From an optimization exercise on the open Yosys and OpenROAD flow, aimed at small area; shortcuts taken in it are not production practice.
The RTL was checked by simulation tests, not by an equivalence proof against the original design.

MS:
==> flow/design.v (excerpt) <==
module cordic #(
    parameter INPUT_DATA_WIDTH = 16,
    parameter ITERATIONS = 16
)(
    input wire i_clk,
    input wire i_resetn,
    input wire signed [INPUT_DATA_WIDTH - 1:0] i_xIn,
    input wire signed [INPUT_DATA_WIDTH - 1:0] i_yIn,
    input wire signed [31:0] i_angle,
    output reg signed [INPUT_DATA_WIDTH:0] o_xOut,
    output reg signed [INPUT_DATA_WIDTH:0] o_yOut
);
clock: 5.5 ns
lec_check: 0
cap_margin: 20
core_margin: 2
core_utilization: 55
cts_buf_list: sky130_fd_sc_hd__clkbuf_8
slew_margin: 20
run.sh (not shown) runs the stock make flow with config.mk's settings and CLKGATE_MAP_FILE= SYNTH_SCRIPT=/design/flow/synth_recipe.tcl, a recipe that flattens the netlist after the stock synthesis.
MS reached the final stage; the timing, DRC and antenna checks on its layout passed.
#### Input delta (PW over MS)
- CTS_BUF_LIST removed (was sky130_fd_sc_hd__clkbuf_8)
- CTS_CLUSTER_SIZE newly set to 20
- CTS_CLUSTER_DIAMETER newly set to 60
- CORE_UTILIZATION changed from 55 to 60
Results
On minimum setup slack among reg-to-reg paths, PW does worse than MS.
When the final numbers for MS and PW were put side by side, the final cell utilization of the core turned out to be smaller in MS.
Diff MS -> PW: cell area -about 1.7%; minimum clock period +0.018 ns.
Diff MS -> PW | die span in x | decrease of 13 um
Summary: with MS as the reference, via count of the first global-routing pass in PW moved down by a few percent.
Sequential cell area of PW is on par with MS.
MS → PW: number of instances in the synthesized netlist essentially unchanged.

* * *

Setup of job 1343:
Starting RTL as in the previous note.
clock: 5.5 ns
lec_check: 0
cap_margin: 20
core_margin: 2
core_utilization: 65
cts_buf_list: sky130_fd_sc_hd__clkbuf_4
slew_margin: 20
Relative to job 1343, the following input files were edited for job 1517:
- CORE_UTILIZATION changed from 65 to 40
- CTS_BUF_LIST removed (was sky130_fd_sc_hd__clkbuf_4)
Findings:
Relative to job 1343, the met1 routing resource usage after global routing of job 1517 is lower by 12 points.
Relative to job 1343, total wire length after detailed routing decreased by 6.4% in job 1517.
Job 1517 closes out successfully: all stages finished, all timing, DRC and antenna checks passed.
Setup changes, job 1517 to job 684
- setting CTS_CLUSTER_DIAMETER to 100 for the first time
- changing CORE_UTILIZATION from 40 to 60
- setting CTS_CLUSTER_SIZE to 32 for the first time
## What came out
The height of the die in job 684 was lower than what job 1517 gave.
From job 1517 to job 684 the numbers moved as follows: utilization saw an increase.
Between job 1517 and job 684, final standard cell count with taps included and fillers excluded is higher for job 1517, job 684 comes in under that.
Looking only at critical path data required time, and setting everything else aside, the lower value of job 1517 and job 684 goes to job 684.
Compared with job 1517, job 684 degrades starting DRC count in detailed routing.
Shortest period the worst path allows: job 684 worse than job 1517
Of the two candidates, job 1517 has the better setup slack at placement and job 684 the worse one.
Comparing synthesis-to-finish area growth for job 1517 and job 684, the bigger number came from job 1517.
[job 684] worst setup slack fell 0.058 ns relative to job 1517

* * *

## run A
cordic, a different RTL version from the one above (not shown whole).
Size: ~3,400 cells after synthesis, about 830 flip-flops, roughly 100 I/O pins, ~39,000 sq um of cells after synthesis.
==> flow/config.mk <==
export PLATFORM = sky130hd
export DESIGN_NAME = cordic
export DESIGN_NICKNAME = cordic
export VERILOG_FILES = /design/flow/design.v
export SDC_FILE = /design/flow/constraint.sdc
export NUM_CORES = 4
export LEC_CHECK = 0
export CAP_MARGIN = 20
export CORE_MARGIN = 2
export CORE_UTILIZATION = 60
export CTS_CLUSTER_DIAMETER = 90
export CTS_CLUSTER_SIZE = 28
export GPL_TIMING_DRIVEN = 0
export SLEW_MARGIN = 20
==> flow/constraint.sdc <==
create_clock -name core_clock -period 5.5 [get_ports {i_clk}]
set_input_delay 1.1000 -clock core_clock [delete_from_list [all_inputs] [get_ports {i_clk}]]
set_output_delay 1.1000 -clock core_clock [all_outputs]
set_load 0.01 [all_outputs]
standard.sh (not shown) runs the stock make flow with config.mk's settings and CLKGATE_MAP_FILE= SYNTH_SCRIPT=/design/flow/synth_recipe.tcl, a recipe that flattens the netlist after the stock synthesis.
==> flow/flow/run.sh <==
#!/bin/bash
# The standard layout (standard.sh: standard synthesis and the ORFS flow), with one change:
# the buffers that placement puts on the input and output ports are the smallest buffer cell,
# sky130_fd_sc_hd__buf_1, instead of the flow's default choice. The make output (every tool's
# output, in order) goes to standard_flow.log here; ORFS keeps each step's own log under orfs/logs.
set -euo pipefail
export BUFFER_PORTS_ARGS="-buffer_cell sky130_fd_sc_hd__buf_1"
bash standard.sh > standard_flow.log 2>&1
The inputs of run B differ from those of run A as listed below.
Settings: GPL_TIMING_DRIVEN: 0 -> unset; CAP_MARGIN: 20 -> 0; SLEW_MARGIN: 20 -> 0.
Findings:
Run B: all stages complete, timing, DRC and antenna checks passed. | met1 track demand over resource | run B vs run A | 2.1 points lower |. Going from run A to run B, clock buffer count shrinks by 1. Between run B and run A, number of gates given a new drive strength after cts is higher for run A, run B comes in under that. Run A -> run B: area inside the core boundary delta 0, exact match. Across both runs, final critical delay including setup and external delays was higher for run B than for run A.
Modified inputs, run C compared to run B
Settings: CTS_CLUSTER_SIZE changed from 28 to 32; CORE_UTILIZATION changed from 60 to 50; SLEW_MARGIN changed from 0 to 20; CAP_MARGIN changed from 0 to 20; CTS_CLUSTER_DIAMETER changed from 90 to 95.
==> run notes <==
Between run B and run C, the cell count went up. Between run B and run C, final area is higher for run C, run B comes in under that. Share of the clock period used by the worst path ends up lower on run C.
Edits applied to the flow inputs when going from run C to run D:
Settings: changing CTS_CLUSTER_SIZE from 32 to 28; changing CORE_UTILIZATION from 50 to 60; changing CTS_CLUSTER_DIAMETER from 95 to 90.
==> comparison <==
[run D] multi-input gate share of total cell area rose 0.20 points relative to run C
Run C → run D: placed wire-length estimate after detailed placement higher, worst hold slack roughly the same.
Flip-flop and latch count came out exactly the same in run C and run D.
Diff run C..run D | critical path depth | unchanged
The higher clock skew of run C and run D is in run D.
Edits applied to the flow inputs when going from run D to run E:
==> flow/run.sh (new file) <==
#!/bin/bash
# synth_recipe.tcl (not shown) runs the flow's synth.tcl, then flattens the netlist and writes it again
# the make line also repeats each setting of config.mk as NAME=value (left out here)
make -C /OpenROAD-flow-scripts/flow DESIGN_CONFIG=/design/flow/config.mk WORK_HOME=/design/flow/orfs CLKGATE_MAP_FILE= SYNTH_SCRIPT=/design/flow/synth_recipe.tcl finish
removed: flow/flow/run.sh
removed: flow/standard.sh
[summary]
Diff run E and run D: proportion of final cell area spent on non-clock buffers higher in run E
Re synthesis-to-layout area growth: run E and run D aren't equal, and the higher value belongs to run E.
On layout cell share with drive strength beyond 1, run D tracks run E almost exactly.

[what the ideal ports hide]
Ports are ideal in the flow. The routed layouts listed here were re-timed in OpenROAD. Step 1 sets driving cells, clkbuf_16 on the clock port and buf_2 on the other inputs (assumed; they add their load-dependent delay and slew). Step 2, shift: input delay + t, output delay - t, t = (earliest + latest rising clock arrival at the registers) / 2. This alone moves slack from input paths to output paths. Slacks: ideal ports / drivers / drivers and shift; pairs: ideal ports / drivers.
| run | t (ns) | slack for setup (ns) | slew at the worst register clock pin (ns) | worst data-port slew with drivers (ns) | cell pins on the clock port's net |
|---|---|---|---|---|---|
| MS | 0.877 | 0.433 / 0.433 / 0.433 | 0.07 / 0.07 | 0.09 | 1 |
| PW | 0.683 | 0.415 / 0.415 / 0.415 | 0.08 / 0.08 | 0.09 | 1 |
| job 1343 | 1.075 | 0.398 / 0.398 / 0.398 | 0.07 / 0.07 | 0.08 | 1 |
| job 1517 | 0.750 | 0.473 / 0.473 / 0.473 | 0.06 / 0.06 | 0.04 | 1 |
| job 684 | 0.669 | 0.415 / 0.415 / 0.415 | 0.12 / 0.12 | 0.08 | 1 |
| run A | 0.649 | 0.138 / 0.138 / 0.138 | 0.11 / 0.11 | 0.05 | 1 |
| run B | 0.657 | 0.131 / 0.131 / 0.131 | 0.10 / 0.10 | 0.08 | 1 |
| run C | 0.657 | 0.141 / 0.141 / 0.141 | 0.12 / 0.12 | 0.08 | 1 |
| run D | 0.657 | 0.131 / 0.131 / 0.131 | 0.10 / 0.10 | 0.08 | 1 |
| run E | 0.646 | 0.195 / 0.195 / 0.195 | 0.11 / 0.11 | 0.08 | 1 |
After both steps setup and hold are still met in every run listed.
